Background: an optimization exercise with open tools, aiming at small area, a short achievable clock period and few clock cycles. Do not read the settings as production practice.
No functional check of the RTL was part of any run shown here.
Power figures rest on the tool's default switching activity, not on a simulated workload.

==> flow/design.v <==
module adder(
    input clk,
    input reset,
    input [31:0] a,
    input [31:0] b,
    input available,
    input [4:0] exception_f,
    output [31:0] sum,
    output done
    );
    wire [7:0] ae = a[30:23];
    wire [7:0] be = b[30:23];
    wire [7:0] ep = ~(ae ^ be);
    wire [7:0] eg = ae & ~be;
    wire eg0 = eg[1] | (ep[1] & eg[0]);
    wire ep0 = ep[1] & ep[0];
    wire eg1 = eg[2] | (ep[2] & eg[1]);
    wire ep1 = ep[2] & ep[1];
    wire eg2 = eg[3] | (ep[3] & eg[2]);
    wire ep2 = ep[3] & ep[2];
    wire eg3 = eg[4] | (ep[4] & eg[3]);
    wire ep3 = ep[4] & ep[3];
    wire eg4 = eg[5] | (ep[5] & eg[4]);
    wire ep4 = ep[5] & ep[4];
    wire eg5 = eg[6] | (ep[6] & eg[5]);
    wire ep5 = ep[6] & ep[5];
    wire eg6 = eg[7] | (ep[7] & eg[6]);
    wire ep6 = ep[7] & ep[6];
    wire eg7 = eg1 | (ep1 & eg[0]);
    wire ep7 = ep1 & ep[0];
    wire eg8 = eg2 | (ep2 & eg0);
    wire ep8 = ep2 & ep0;
    wire eg9 = eg3 | (ep3 & eg1);
    wire ep9 = ep3 & ep1;
    wire eg10 = eg4 | (ep4 & eg2);
    wire ep10 = ep4 & ep2;
    wire eg11 = eg5 | (ep5 & eg3);
    wire ep11 = ep5 & ep3;
    wire eg12 = eg6 | (ep6 & eg4);
    wire ep12 = ep6 & ep4;
    wire eg13 = eg9 | (ep9 & eg[0]);
    wire ep13 = ep9 & ep[0];
    wire eg14 = eg10 | (ep10 & eg0);
    wire ep14 = ep10 & ep0;
    wire eg15 = eg11 | (ep11 & eg7);
    wire ep15 = ep11 & ep7;
    wire eg16 = eg12 | (ep12 & eg8);
    wire ep16 = ep12 & ep8;
    wire co = eg16;
    wire [7:0] d;
    assign d[0] = ~ep[0];
    assign d[1] = co ? (ep[1] ^ (eg[0] | ep[0])) : ~(ep[1] ^ eg[0]);
    assign d[2] = co ? (ep[2] ^ (eg0 | ep0)) : ~(ep[2] ^ eg0);
    assign d[3] = co ? (ep[3] ^ (eg7 | ep7)) : ~(ep[3] ^ eg7);
    assign d[4] = co ? (ep[4] ^ (eg8 | ep8)) : ~(ep[4] ^ eg8);
    assign d[5] = co ? (ep[5] ^ (eg13 | ep13)) : ~(ep[5] ^ eg13);
    assign d[6] = co ? (ep[6] ^ (eg14 | ep14)) : ~(ep[6] ^ eg14);
    assign d[7] = co ? (ep[7] ^ (eg15 | ep15)) : ~(ep[7] ^ eg15);
    wire swap = ~co;
    wire [22:0] ma = swap ? b[22:0] : a[22:0];
    wire [22:0] mb = swap ? a[22:0] : b[22:0];
    wire big = (|d[7:5]) | (d[4] & d[3]) | (d[4] & d[2] & d[1] & d[0]);
    wire [23:0] sh = big ? 24'd0 : ({1'b1, mb} >> d[4:0]);
    reg swap_r;
    reg [23:0] sh_r;    
    reg [22:0] ma_r;
    always @(posedge clk) begin
       swap_r <= swap;
       ma_r <= ma;
       sh_r <= sh;
    end
    wire [22:0] p = ma_r ^ sh_r[22:0];
    wire [22:0] g = ma_r & sh_r[22:0];
    wire [7:0] ea = swap_r ? be : ae;
    wire z = sh_r[23];
    wire mg17 = g[1] | (p[1] & g[0]);
    wire mg18 = g[3] | (p[3] & g[2]);
    wire mp18 = p[3] & p[2];
    wire mg19 = g[5] | (p[5] & g[4]);
    wire mp19 = p[5] & p[4];
    wire mg20 = g[7] | (p[7] & g[6]);
    wire mp20 = p[7] & p[6];
    wire mg21 = g[9] | (p[9] & g[8]);
    wire mp21 = p[9] & p[8];
    wire mg22 = g[11] | (p[11] & g[10]);
    wire mp22 = p[11] & p[10];
    wire mg23 = g[13] | (p[13] & g[12]);
    wire mp23 = p[13] & p[12];
    wire mg24 = g[15] | (p[15] & g[14]);
    wire mp24 = p[15] & p[14];
    wire mg25 = g[17] | (p[17] & g[16]);
    wire mp25 = p[17] & p[16];
    wire mg26 = g[19] | (p[19] & g[18]);
    wire mp26 = p[19] & p[18];
    wire mg27 = g[21] | (p[21] & g[20]);
    wire mp27 = p[21] & p[20];
    wire mg28 = g[2] | (p[2] & mg17);
    wire mg29 = mg18 | (mp18 & mg17);
    wire mg30 = g[6] | (p[6] & mg19);
    wire mp30 = p[6] & mp19;
    wire mg31 = mg20 | (mp20 & mg19);
    wire mp31 = mp20 & mp19;
    wire mg32 = g[10] | (p[10] & mg21);
    wire mp32 = p[10] & mp21;
    wire mg33 = mg22 | (mp22 & mg21);
    wire mp33 = mp22 & mp21;
    wire mg34 = g[14] | (p[14] & mg23);
    wire mp34 = p[14] & mp23;
    wire mg35 = mg24 | (mp24 & mg23);
    wire mp35 = mp24 & mp23;
    wire mg36 = g[18] | (p[18] & mg25);
    wire mp36 = p[18] & mp25;
    wire mg37 = mg26 | (mp26 & mg25);
    wire mp37 = mp26 & mp25;
    wire mg38 = g[22] | (p[22] & mg27);
    wire mp38 = p[22] & mp27;
    wire mg39 = g[4] | (p[4] & mg29);
    wire mg40 = mg19 | (mp19 & mg29);
    wire mg41 = mg30 | (mp30 & mg29);
    wire mg42 = mg31 | (mp31 & mg29);
    wire mg43 = g[12] | (p[12] & mg33);
    wire mp43 = p[12] & mp33;
    wire mg44 = mg23 | (mp23 & mg33);
    wire mp44 = mp23 & mp33;
    wire mg45 = mg34 | (mp34 & mg33);
    wire mp45 = mp34 & mp33;
    wire mg46 = mg35 | (mp35 & mg33);
    wire mp46 = mp35 & mp33;
    wire mg47 = g[20] | (p[20] & mg37);
    wire mp47 = p[20] & mp37;
    wire mg48 = mg27 | (mp27 & mg37);
    wire mp48 = mp27 & mp37;
    wire mg49 = mg38 | (mp38 & mg37);
    wire mp49 = mp38 & mp37;
    wire mg50 = g[8] | (p[8] & mg42);
    wire mg51 = mg21 | (mp21 & mg42);
    wire mg52 = mg32 | (mp32 & mg42);
    wire mg53 = mg33 | (mp33 & mg42);
    wire mg54 = mg43 | (mp43 & mg42);
    wire mg55 = mg44 | (mp44 & mg42);
    wire mg56 = mg45 | (mp45 & mg42);
    wire mg57 = mg46 | (mp46 & mg42);
    wire mg58 = g[16] | (p[16] & mg57);
    wire mg59 = mg25 | (mp25 & mg57);
    wire mg60 = mg36 | (mp36 & mg57);
    wire mg61 = mg37 | (mp37 & mg57);
    wire mg62 = mg47 | (mp47 & mg57);
    wire mg63 = mg48 | (mp48 & mg57);
    wire mg64 = mg49 | (mp49 & mg57);
    wire [23:0] t;
    assign t[0] = p[0];
    assign t[1] = p[1] ^ g[0];
    assign t[2] = p[2] ^ mg17;
    assign t[3] = p[3] ^ mg28;
    assign t[4] = p[4] ^ mg29;
    assign t[5] = p[5] ^ mg39;
    assign t[6] = p[6] ^ mg40;
    assign t[7] = p[7] ^ mg41;
    assign t[8] = p[8] ^ mg42;
    assign t[9] = p[9] ^ mg50;
    assign t[10] = p[10] ^ mg51;
    assign t[11] = p[11] ^ mg52;
    assign t[12] = p[12] ^ mg53;
    assign t[13] = p[13] ^ mg54;
    assign t[14] = p[14] ^ mg55;
    assign t[15] = p[15] ^ mg56;
    assign t[16] = p[16] ^ mg57;
    assign t[17] = p[17] ^ mg58;
    assign t[18] = p[18] ^ mg59;
    assign t[19] = p[19] ^ mg60;
    assign t[20] = p[20] ^ mg61;
    assign t[21] = p[21] ^ mg62;
    assign t[22] = p[22] ^ mg63;
    assign t[23] = mg64;
    wire c = t[23];
    wire norm = z | c;
    assign sum = norm ? {a[31], ea + 8'd1, z & c, t[22:1]} : {a[31], ea, t[22:0]};
    reg done_reg;
    always @(posedge clk or posedge reset) begin
       if (reset) done_reg <= 1'b0;
       else done_reg <= available;
    end
    assign done = done_reg;
endmodule
==> flow/flow/run.sh <==
#!/bin/bash
# Standard layout, with the I/O port buffers made from a plain buffer cell
# instead of the delay cell the resizer picks by default.
export BUFFER_PORTS_ARGS="-buffer_cell sky130_fd_sc_hd__buf_1"
bash standard.sh > standard.log 2>&1
==> flow/standard.sh <==
#!/bin/bash
# synth_recipe.tcl (not shown) runs the flow's synth.tcl, then flattens the netlist and writes it again
# the make line also repeats each setting of config.mk as NAME=value (left out here)
make -C /OpenROAD-flow-scripts/flow DESIGN_CONFIG=/design/flow/config.mk WORK_HOME=/design/flow/orfs CLKGATE_MAP_FILE= SYNTH_SCRIPT=/design/flow/synth_recipe.tcl "${@:-finish}"
==> flow/config.mk <==
export PLATFORM = sky130hd
export DESIGN_NAME = adder
export DESIGN_NICKNAME = adder
export VERILOG_FILES = /design/flow/design.v
export SDC_FILE = /design/flow/constraint.sdc
export NUM_CORES = 4
export LEC_CHECK = 0
export CAP_MARGIN = 20
export CORE_MARGIN = 2
export CORE_UTILIZATION = 40
export CTS_BUF_LIST = sky130_fd_sc_hd__clkbuf_4 sky130_fd_sc_hd__clkbuf_8
export SLEW_MARGIN = 20
==> flow/constraint.sdc <==
create_clock -name core_clock -period 4.0 [get_ports {clk}]
set_input_delay 0.8000 -clock core_clock [delete_from_list [all_inputs] [get_ports {clk}]]
set_output_delay 0.8000 -clock core_clock [all_outputs]
set_load 0.01 [all_outputs]
==> metrics.yaml, run 1 <==
clk_pin_slew_worst_paths_ns: 0.09
crit_path_end_kind: "primary output"
num_vias: 4298
crit_arrival_ns: 3.07
nFillCells: 1174
hp-class: "input port to asynchronous set/reset pin"
synth-edff-count: 0
start_util_pct: 40.65
drv_cap: 0
die_area_sq_um: 13000
dpl_worst_slack_ns: 0.02067
crit_buf_inv: 1
overflow: 0
fin_crit_sh_pct: 96.75
pin_count: 105
cts_buffers: 5
ant_nets: 0
critPathMaxFanout: 4
power_mw: 2.297
coreArea_sq_um: 11910
wl_per_cell_microns: 16.48
peakVddDrop_uv: 165.8
grt_pass1_wl_microns: 20200
synth-main-ff-cell: "dfxtp_1"
cp_top_family: "adder cells"
syn_area_sq_um: 4842
slowest_delay_ns: 0.38
wl_microns: 12670
hold_ws_ns: 0.2980
drt-initial-drc-count: 282
cts_root_buf: "clkbuf_8"
drive_above_1_share_pct: 17.36
num_antenna_cells: 0
cts_sinks: 49
multi_input_area_sq_um: 3676
hold_viol: 0
postSynth.asyncResetShare_pct: 2.041
die_w_microns: 114.0
dpl.hpwl_microns: 10370
slew_headroom_pct: 57.57
avgSynthCellArea_sq_um: 9.366
die_h_microns: 114.0
power.leakage_nw: 2.425
largest-register: "sh_r"
cts_hold_buf: 0
area_growth_pct: 17.21
power_density_nw_per_um2: 404.8
worst_slack_ns: 0.1301
drc: 0
grt_max_degree: 29
largestRegisters: "sh_r (24), ma_r (23)"
largest_register_ffs: 24
track_usage_pct: 19.31
syn_inst: 517
portBuffers: 96
synth-seq-cells: 49
fmax_mhz: 258.4
row_count: 40
synth-warning-count: 1
cts_tree: "done"
grt_pass1_vias: 4001
regArea_sq_um: 985.9
crit_type: "flop to primary output"
htree_levels: 2
setup_viol: 0
synth_cell_type_count: 69
crit_chain: "ha_1 -> fa_2 -> a21o_1 -> nand4_1 -> a21oi_2 -> o21a_1 -> or2_2 -> fa_1 -> xor2_1 -> mux2_2 -> buf_1"
antenna_found_initial: 0
startpoint_type: "flop"
min_period_ns: 3.870
tightest_slew_ns: 0.6350
fin_nets: 731
dr.pass1.iters: 5
worstPathRequired_ns: 3.20
syn-num-nets: 627
place.gp.congestion: 0.9046
cpMaxStageDelayCell: "fa_1"
status: "timing/DRC/antenna clean"
vias_per_cell: 5.589
cts.path.max_buffers: 2
ys_seq_area_share_pct: 20.36
slew_viol_final: 0
-- power breakdown --
part	switching [mW]	internal, mW
Sequential	0.0375	0.549
Combinational	0.771	0.620
Clock	0.163	0.157
-- cells by family (layout without fill, tap and decap cells) --
group | after synthesis | after routing | share of synthesized area (%)
adders and majority gates | 38 | 38 | 10.75
AOI/OAI and AO/OA | 114 | 114 | 16.20
DFF | 49 | 49 | 20.36
buffers and inverters | 53 | 158 | 4.729
muxes | 112 | 112 | 29.95
and+or+nand+nor | 128 | 128 | 13.54
xor gates and xnor gates | 23 | 23 | 4.471
-- how the worst max path moves through the flow --
stage,cells after the start,to,start
5_1_grt,10,sum[6],sh_r[7]
3_3_place_gp,15,sh_r[7],b[23]
2_1_floorplan,14,sh_r[2],b[23]
6_report,11,sum[8],sh_r[0]
4_1_cts,11,sum[8],sh_r[0]
3_5_place_dp,15,sh_r[7],b[23]
-- metrics by stage --
| step | cells | utilization, % | TNS (ns) | instance area [sq um] |
|---|---|---|---|---|
| after floorplan | 517 | - | 0 | 4842 |
| after global placement | 759 | 46.29 | 0 | 5514 |
| after detailed placement | 759 | 46.29 | 0 | 5514 |
| after CTS | 767 | 47.24 | 0 | 5627 |
| after global routing | 769 | 47.65 | -0.04842 | 5675 |
| final | 769 | 47.65 | 0 | 5675 |
-- layout by cell type, fill, tap and decap left out, types with 4 or more instances in the layout --
cell type / instances
nor2_1: 19
buf_1: 95
nor3_1: 15
mux2_2: 30
a21oi_1: 23
nor2b_1: 9
a21o_1: 17
inv_1: 27
nand4_1: 10
xnor2_1: 8
o21ai_0: 14
mux4_2: 22
buf_4: 22
buf_12: 5
nand2_1: 35
a221oi_1: 4
dfxtp_1: 48
clkbuf_8: 7
nand3_1: 11
fa_1: 5
o21ai_1: 7
ha_1: 32
o21a_1: 7
xor2_1: 13
mux2i_1: 58
a32o_1: 4
-- per-layer routing --
metal | GRT usage (%) | part of all wire [%]
met5 | 0 | 0
met4 | 3.902 | 0.80
met3 | 1.328 | 5.5
met2 | 29.21 | 43
met1 | 30.16 | 51
-- synthesized netlist by cell type (4+ instances only) --
cell | n | area share (%)
a211oi_1 | 4 | 0.62
a221oi_1 | 4 | 0.72
mux2_2 | 30 | 7.0
nor3_1 | 15 | 1.6
mux4_2 | 22 | 10
nand3_1 | 12 | 1.2
a32o_1 | 4 | 0.83
o21ai_1 | 7 | 0.72
buf_2 | 6 | 0.62
buf_4 | 6 | 0.93
xnor2_1 | 8 | 1.4
nor2b_1 | 9 | 1.2
a21o_1 | 17 | 2.6
clkbuf_1 | 12 | 0.93
dfxtp_1 | 48 | 20
nand2_1 | 36 | 2.8
mux2i_1 | 58 | 12
a21oi_1 | 25 | 2.6
nor2_1 | 19 | 1.5
ha_1 | 32 | 8.3
xor2_1 | 13 | 2.4
o21a_1 | 7 | 1.1
o21ai_0 | 15 | 1.6
fa_1 | 6 | 2.5
inv_1 | 27 | 2.1
nand4_1 | 10 | 1.3
-- layout make-up --
cell class / count / share of cell area, %
clock buffers: 7 / 1.698
flip-flops and latches: 49 / 17.37
well taps: 147 / 3.241
multi-input cells: 415 / 64.77
inverters: 27 / 1.786
clock inverters: 1 / 0.08818
repair buffers: 123 / 11.04
-- what timing repair did --
action,in CTS,in global routing
gates resized for setup,3,8
setup buffers,0,2
endpoints found under the setup margin,14,23
pin swaps,1,2
hold endpoints to repair,0,0
==> run 2: changes to the inputs <==
--- a/flow/config.mk
+++ b/flow/config.mk
@@ -6,4 +6,5 @@
 export NUM_CORES = 4
 export LEC_CHECK = 0
+export ABC_AREA = 1
 export CAP_MARGIN = 20
 export CORE_MARGIN = 2
==> run 2 against run 1 <==
Sequential power decreased by 0.7%. Final area decreased by 0.71%. Count of clock-buffer cells in the layout unchanged. Flip-flop and latch count is the same. Via count rose by 28%. Area after synthesis up 4.2%. Non-clock buffer count shrank 13. Synthesized cell count increased by 65%. Critical path type unchanged. Largest power group unchanged.
==> metrics.yaml, run 2 <==
fin_nets: 1041  # +42%
cpMaxStageDelayCell: "fa_1"
grt_pass1_wl_microns: 22870  # +13%
num_vias: 5506  # +28%
portBuffers: 96  # unchanged
critPathMaxFanout: 36  # +32
drt-initial-drc-count: 511  # +81%
synth-main-ff-cell: "dfxtp_1"
final_cells: 1104  # +44%
synth-warning-count: 1  # unchanged
tightest_slew_ns: 0.6992  # +0.06423 ns
syn_area_sq_um: 5044  # +4.2%
largest-register: "sh_r"
dpl.cell_count: 1096  # +44%
worst_slack_ns: 0.2715  # +0.1414 ns
synth_top_area_cell: "nand2_1"
power_mw: 2.220  # -3.4%
coreArea_sq_um: 12470  # +4.7%
die_h_microns: 116.3  # +2.0%
largest_register_ffs: 24  # unchanged
cts_tree: "done"
wl_microns: 14520  # +15%
hp-class: "input port to asynchronous set/reset pin"
cp_num_cells: 15  # +4
cts.path.max_buffers: 2  # unchanged
crit_buf_inv: 2  # +1
vias_per_cell: 4.987  # -11%
cts_sinks: 49  # unchanged
overflow: 0  # unchanged
final_cell_mix: "277 x nand2_1, 162 x nand3_1, 96 x buf_1"
crit_chain: "ha_1 -> fa_1 -> nand3_1 -> nand2_1 -> nand3_1 -> nand2_1 -> nand3_1 -> nand2_2 -> nand3_1 -> nand2_1 -> nand2_1 -> nand3b_2 -> buf_4 -> o21ai_0 -> buf_1"
synth_cell_type_count: 36  # -48%
dpl_worst_slack_ns: 0.3081  # +0.2874 ns
slowest_delay_ns: 0.39  # about the same
grt_max_degree: 48  # +66%
fin_crit_sh_pct: 93.21  # -3.5 points
avgSynthCellArea_sq_um: 5.920  # -37%
status: "timing/DRC/antenna clean"
startpoint_type: "flop"
drive_above_1_share_pct: 4.399  # -13 points
syn-num-nets: 962  # +53%
synth-edff-count: 0  # unchanged
place.gp.congestion: 0.9503  # +5.1%
postLayoutCellArea_sq_um: 5635  # -0.71%
crit_type: "flop to primary output"
power_density_nw_per_um2: 393.9  # -2.7%
drv_cap: 0  # unchanged
start_util_pct: 40.46  # -0.19 points
cp_top_family: "simple AND/OR/NAND/NOR gates"
slew_headroom_pct: 53.33  # -4.2 points
antenna_found_initial: 0  # unchanged
setup_viol: 0  # unchanged
hold_viol: 0  # unchanged
largestRegisters: "sh_r (24), ma_r (23)"
dpl-instance-area_sq_um: 5540  # +0.48%
cts_buffers: 5  # unchanged
rsz0062_at_grt: "no"
yosysMostFrequentCell: "nand2_1"
crit_start: "sh_r[0]"
layout_commonest_cell: "nand2_1"
dr.pass1.iters: 5  # unchanged
postSynth.asyncResetShare_pct: 2.041  # unchanged
synth-seq-cells: 49  # unchanged
peakVddDrop_uv: 217.1  # +31%
hold_ws_ns: 0.2871  # -0.01091 ns
syn_inst: 852  # +65%
die_w_microns: 116.3  # +2.0%
wl_per_cell_microns: 13.15  # -20%
finalCoreUtilization_pct: 45.21  # -2.4 points
min_period_ns: 3.728  # -0.1414 ns
worstPathRequired_ns: 3.20  # about the same
crit_arrival_ns: 2.93  # -0.14 ns
pin_count: 105  # unchanged
synth_area_leaders: "nand2_1 21%, dfxtp_1 19%, nand3_1 16%"
cts_setup_buffers: 0  # unchanged
slew_viol_final: 0  # unchanged
grt_pass1_vias: 4634  # +16%
area_growth_pct: 11.73
setup-tns-final_ns: 0  # unchanged
crit_path_end_kind: "primary output"
fmax_mhz: 268.2  # +3.8%
track_usage_pct: 21.18  # +1.9 points
crit_path_end: "sum[29]"
num_antenna_cells: 0  # unchanged
cts_root_buf: "clkbuf_8"
clk_pin_slew_worst_paths_ns: 0.09  # about the same
dpl.hpwl_microns: 11810  # +14%
power.leakage_nw: 2.917  # +20%
htree_levels: 2  # unchanged
row_count: 41  # +2.5%
drc: 0  # unchanged
ys_seq_area_share_pct: 19.55  # -0.81 points
ant_nets: 0  # unchanged
synth_commonest_cells: "278 x nand2_1, 162 x nand3_1, 80 x inv_1"
synth_top_area_share_pct: 20.69  # +0.84 points
die_area_sq_um: 13520  # +4.0%
## run 2: layout make-up
class	count	area, sq um
Inverter	85	320.3
Sequential cell	49	985.9
Timing Repair Buffer	110	465.4
Clock buffer	7	83.83
Multi-Input combinational cell	680	3557
Tap cell	172	215.2
Fill cell	1427	6830
Clock inverter	1	7.507
## run 2: worst min-delay path by stage
stage	startpoint	end	slack, ns	depth (start not counted)
2_1_floorplan	reset	done_reg	0.53	1
3_3_place_gp	reset	done_reg	0.61	2
3_5_place_dp	reset	done_reg	0.61	2
4_1_cts	reset	done_reg	0.28	2
5_1_grt	reset	done_reg	0.29	2
6_report	reset	done_reg	0.29	2
## run 2: cells by family after synthesis
logic type,share of synthesized area (%)
flops,19.55
compound gates,10.05
xor+xnor,4.987
simple gates,45.13
fa+ha+maj,10.32
buf+inv,9.973
## run 2: report_power, final
part	internal, mW	switching [mW]	total [mW]
Clock	0.137	0.149	0.286
Combinational	0.459	0.892	1.35
Sequential	0.551	0.0318	0.583
## run 2: what timing repair did
action | CTS | global route
endpoints found under the hold margin | 0 | 0
endpoints found under the setup margin | 0 | 27
hold buffers | 0 | 0
gates resized for setup | 0 | 2
## run 2: routing by layer
metal  track usage [%]  up-vias  routed length [microns]
li1                  -     2932                        -
met1             32.13     2403                     7401
met2             32.09      157                     6176
met3             2.024       14                      715
met4             5.317        0                      228
met5                 0        -                        0
==> run 3: changes to the inputs <==
--- a/flow/design.v
+++ b/flow/design.v
@@ -13,19 +13,19 @@
     wire [7:0] ep = ~(ae ^ be);
     wire [7:0] eg = ae & ~be;
-    wire eg0 = eg[1] | (ep[1] & eg[0]);
+    wire eg0 = eg[1] | ((ep[1] & ae[0]) & ~be[0]);
     wire ep0 = ep[1] & ep[0];
-    wire eg1 = eg[2] | (ep[2] & eg[1]);
+    wire eg1 = eg[2] | ((ep[2] & ae[1]) & ~be[1]);
     wire ep1 = ep[2] & ep[1];
-    wire eg2 = eg[3] | (ep[3] & eg[2]);
+    wire eg2 = eg[3] | ((ep[3] & ae[2]) & ~be[2]);
     wire ep2 = ep[3] & ep[2];
-    wire eg3 = eg[4] | (ep[4] & eg[3]);
+    wire eg3 = eg[4] | ((ep[4] & ae[3]) & ~be[3]);
     wire ep3 = ep[4] & ep[3];
-    wire eg4 = eg[5] | (ep[5] & eg[4]);
+    wire eg4 = eg[5] | ((ep[5] & ae[4]) & ~be[4]);
     wire ep4 = ep[5] & ep[4];
-    wire eg5 = eg[6] | (ep[6] & eg[5]);
+    wire eg5 = eg[6] | ((ep[6] & ae[5]) & ~be[5]);
     wire ep5 = ep[6] & ep[5];
-    wire eg6 = eg[7] | (ep[7] & eg[6]);
+    wire eg6 = eg[7] | ((ep[7] & ae[6]) & ~be[6]);
     wire ep6 = ep[7] & ep[6];
-    wire eg7 = eg1 | (ep1 & eg[0]);
+    wire eg7 = eg1 | ((ep1 & ae[0]) & ~be[0]);
     wire ep7 = ep1 & ep[0];
     wire eg8 = eg2 | (ep2 & eg0);
@@ -39,5 +39,5 @@
     wire eg12 = eg6 | (ep6 & eg4);
     wire ep12 = ep6 & ep4;
-    wire eg13 = eg9 | (ep9 & eg[0]);
+    wire eg13 = eg9 | ((ep9 & ae[0]) & ~be[0]);
     wire ep13 = ep9 & ep[0];
     wire eg14 = eg10 | (ep10 & eg0);
@@ -64,12 +64,12 @@
     reg swap_r;
     reg [23:0] sh_r;    
-    reg [22:0] ma_r;
+    reg [22:0] p;
+    reg [22:0] g;
     always @(posedge clk) begin
        swap_r <= swap;
-       ma_r <= ma;
-       sh_r <= sh;
+       p <= ma ^ sh[22:0];
+       g <= ma & sh[22:0];
+       sh_r[23] <= sh[23];
     end
-    wire [22:0] p = ma_r ^ sh_r[22:0];
-    wire [22:0] g = ma_r & sh_r[22:0];
     wire [7:0] ea = swap_r ? be : ae;
     wire z = sh_r[23];
==> run 3 against run 2 <==
Flip-flop and latch count unchanged. Combinational power shrank 5%. First-iteration DRC count is 13% lower. Die area up 3.4%. Critical path depth rose by 1. Critical endpoint is now sum[0]. Largest cell class unchanged.
==> metrics.yaml, run 3 <==
tightest_slew_ns: 0.9255  # +0.2262 ns
cts_sinks: 49  # unchanged
crit_path_end_kind: "primary output"
min_period_ns: 3.604  # -0.1241 ns
hold_viol: 0  # unchanged
synth_top_area_cell: "nand2_1"
crit_type: "flop to primary output"
grt_pass1_wl_microns: 23780  # +4.0%
overflow: 0  # unchanged
dr.pass1.iters: 5  # unchanged
slew_headroom_pct: 38.29  # -15 points
row_count: 41  # unchanged
wl_per_cell_microns: 12.62  # -4.1%
crit_arrival_ns: 2.80  # -0.13 ns
crit_top_cell: "nand2_1"
dpl.cell_count: 1113  # +1.6%
synth-seq-cells: 49  # unchanged
status: "timing/DRC/antenna clean"
fin_crit_sh_pct: 90.11  # -3.1 points
clk_pin_slew_worst_paths_ns: 0.09  # about the same
synth-main-ff-cell: "dfxtp_1"
htree_levels: 2  # unchanged
peakVddDrop_uv: 154.7  # -29%
final_cell_mix: "287 x nand2_1, 187 x nand3_1, 96 x buf_1"
cts_tree: "done"
largestRegisters: "g (23), p (23)"
postSynth.asyncResetShare_pct: 2.041  # unchanged
yosys-mux-area-fraction_pct: 0  # unchanged
power.leakage_nw: 3.001  # +2.9%
drt-initial-drc-count: 447  # -13%
die_w_microns: 118.3  # +1.7%
cts_root_buf: "clkbuf_8"
synth-compound-area-share_pct: 8.843  # -1.2 points
synth-simple-area-share_pct: 48.79  # +3.7 points
avgSynthCellArea_sq_um: 6.001  # +1.4%
power_density_nw_per_um2: 380.0  # -3.5%
cp_top_family: "simple AND/OR/NAND/NOR gates"
startpoint_type: "flop"
grt_pass1_vias: 5004  # +8.0%
place.gp.congestion: 0.8892  # -6.4%
ys_seq_area_share_pct: 18.88  # -0.67 points
cts.path.max_buffers: 2  # unchanged
dpl.hpwl_microns: 11640  # -1.4%
layout_commonest_cell: "nand2_1"
die_area_sq_um: 13980  # +3.4%
hp-class: "input port to asynchronous set/reset pin"
wl_microns: 14140  # -2.6%
synth_top_family_by_area: "simple AND/OR/NAND/NOR gates"
worstPathRequired_ns: 3.20  # about the same
slew_viol_final: 0  # unchanged
cts_setup_buffers: 0  # unchanged
slowest_delay_ns: 0.34  # -0.05 ns
drive_above_1_share_pct: 6.112  # +1.7 points
area_growth_pct: 10.98
drv_cap: 0  # unchanged
synth_area_leaders: "nand2_1 21%, dfxtp_1 18%, nand3_1 18%"
coreArea_sq_um: 12670  # +1.6%
setup_viol: 0  # unchanged
yosysMostFrequentCell: "nand2_1"
critPathMaxFanout: 25  # -31%
fmax_mhz: 277.4  # +3.4%
num_antenna_cells: 0  # unchanged
synth-edff-count: 0  # unchanged
synth-xor-area-share_pct: 4.194  # -0.79 points
portBuffers: 96  # unchanged
setup-tns-final_ns: 0  # unchanged
synth_top_area_share_pct: 20.63  # -0.057 points
drc: 0  # unchanged
cts_buffers: 5  # unchanged
start_util_pct: 41.21  # +0.75 points
die_h_microns: 118.3  # +1.7%
ant_nets: 0  # unchanged
cts_hold_buf: 0  # unchanged
crit_buf_inv: 2  # unchanged
grt_max_degree: 44  # -8.3%
ctsResizeCount: 0  # unchanged
syn_inst: 870  # +2.1%
cpMaxStageDelayCell: "inv_2"
pin_count: 105  # unchanged
synth_commonest_cells: "287 x nand2_1, 187 x nand3_1, 75 x inv_1"
track_usage_pct: 20.43  # -0.75 points
crit_chain: "ha_1 -> or2_1 -> nand3_1 -> nand2_1 -> nand2_1 -> nand2_1 -> nand3_1 -> nand2_1 -> nand3_1 -> nand3_2 -> nand2_1 -> nand3_4 -> inv_2 -> nand2_1 -> o21ai_0 -> buf_1"
num_vias: 5577  # +1.3%
fin_nets: 1058  # +1.6%
yosys.area_share.adder_pct: 9.106  # -1.2 points
rsz0062_at_grt: "no"
power_mw: 2.202  # -0.80%
synth_cell_type_count: 44  # +22%
syn-num-nets: 980  # +1.9%
vias_per_cell: 4.975  # -0.25%
final_cells: 1121  # +1.5%
antenna_found_initial: 0  # unchanged
synth-warning-count: 1  # unchanged
hold_ws_ns: 0.2948  # +0.007703 ns
syn_area_sq_um: 5221  # +3.5%
run 3: changes by cell type in the layout (fill, tap and decap cells not counted), sizes merged, moves of 9 or more:
cell    before  now
nand3      162  191
nor2        39   52
a21oi       30   21
o21ai       56   44
nand2      284  296
nand3b      17    7
run 3: power breakdown:
group	internal, mW	total, mW	switching, mW
clock	0.144	0.306	0.162
sequential	0.558	0.612	0.0535
combinational	0.434	1.28	0.850
run 3: cells by family after synthesis:
| group | after synthesis |
|---|---|
| simple gates | 562 |
| fa+ha+maj | 38 |
| buf+inv | 121 |
| xor+xnor | 22 |
| flops | 49 |
| compound gates | 78 |
run 3: cell type report:
type | count | area [sq um]
clock buffer | 6 | 82.58
clock inverter | 2 | 17.52
fill | 1445 | 6877
inverter | 83 | 319.1
multi-input combinational | 700 | 3704
sequential | 49 | 985.9
tap | 172 | 215.2
timing repair buffer | 109 | 470.5
run 3: per-stage QoR:
stage / area [sq um] / util, % / setup WS [ns]
global placement: 5694 / 44.94 / 0.1845
global route: 5794 / 45.73 / 0.04105
finish: 5794 / 45.73 / 0.3956
detailed placement: 5694 / 44.94 / 0.1379
floorplan: 5221 / - / 0.9919
CTS: 5794 / 45.73 / 0.3296
run 3: worst paths after layout:
kind / startpoint / to / cells past startpoint
min in group core_clock: available / done_reg / 1
hold / removal: reset / done_reg / 2
setup / recovery: p[1] / sum[0] / 16
max in group asynchronous: reset / done_reg / 2
run 3: layer usage:
layer	global-route usage [%]	up-vias	wire length [microns]
li1	-	2994	-
met1	30.54	2430	7249
met2	31.47	144	5993
met3	2.365	9	772
met4	3.916	0	129
met5	0	-	0

re-timing with driven ports:
How much do the figures lean on ideal ports? The routed layouts below were timed once more, with nothing changed but the port constraints.
Step 1 sets driving cells, clkbuf_16 on the clock port and buf_2 on the other inputs (assumed; they add their load-dependent delay and slew).
Step 2 moves the port delays by t, midway between the first and last clock arrival at a register: inputs arrive t later, outputs are due t later. That takes back most of the time a late clock gives input paths.
Slacks: ideal / step 1 / step 2; pairs: ideal / step 1.
run | shift t [ns] | setup WS [ns] | worst hold slack (ns)
run 1 | 0.329 | 0.130 / 0.099 / 0.030 | 0.298 / 0.287 / 0.616
run 2 | 0.317 | 0.272 / 0.245 / 0.239 | 0.287 / 0.279 / 0.596
run 3 | 0.323 | 0.396 / 0.366 / 0.085 | 0.295 / 0.285 / 0.607
After both steps every run listed still meets setup and hold. The setup slack of run 3, which loses most, moves by -0.030 ns with the drivers and by -0.311 ns with both steps.
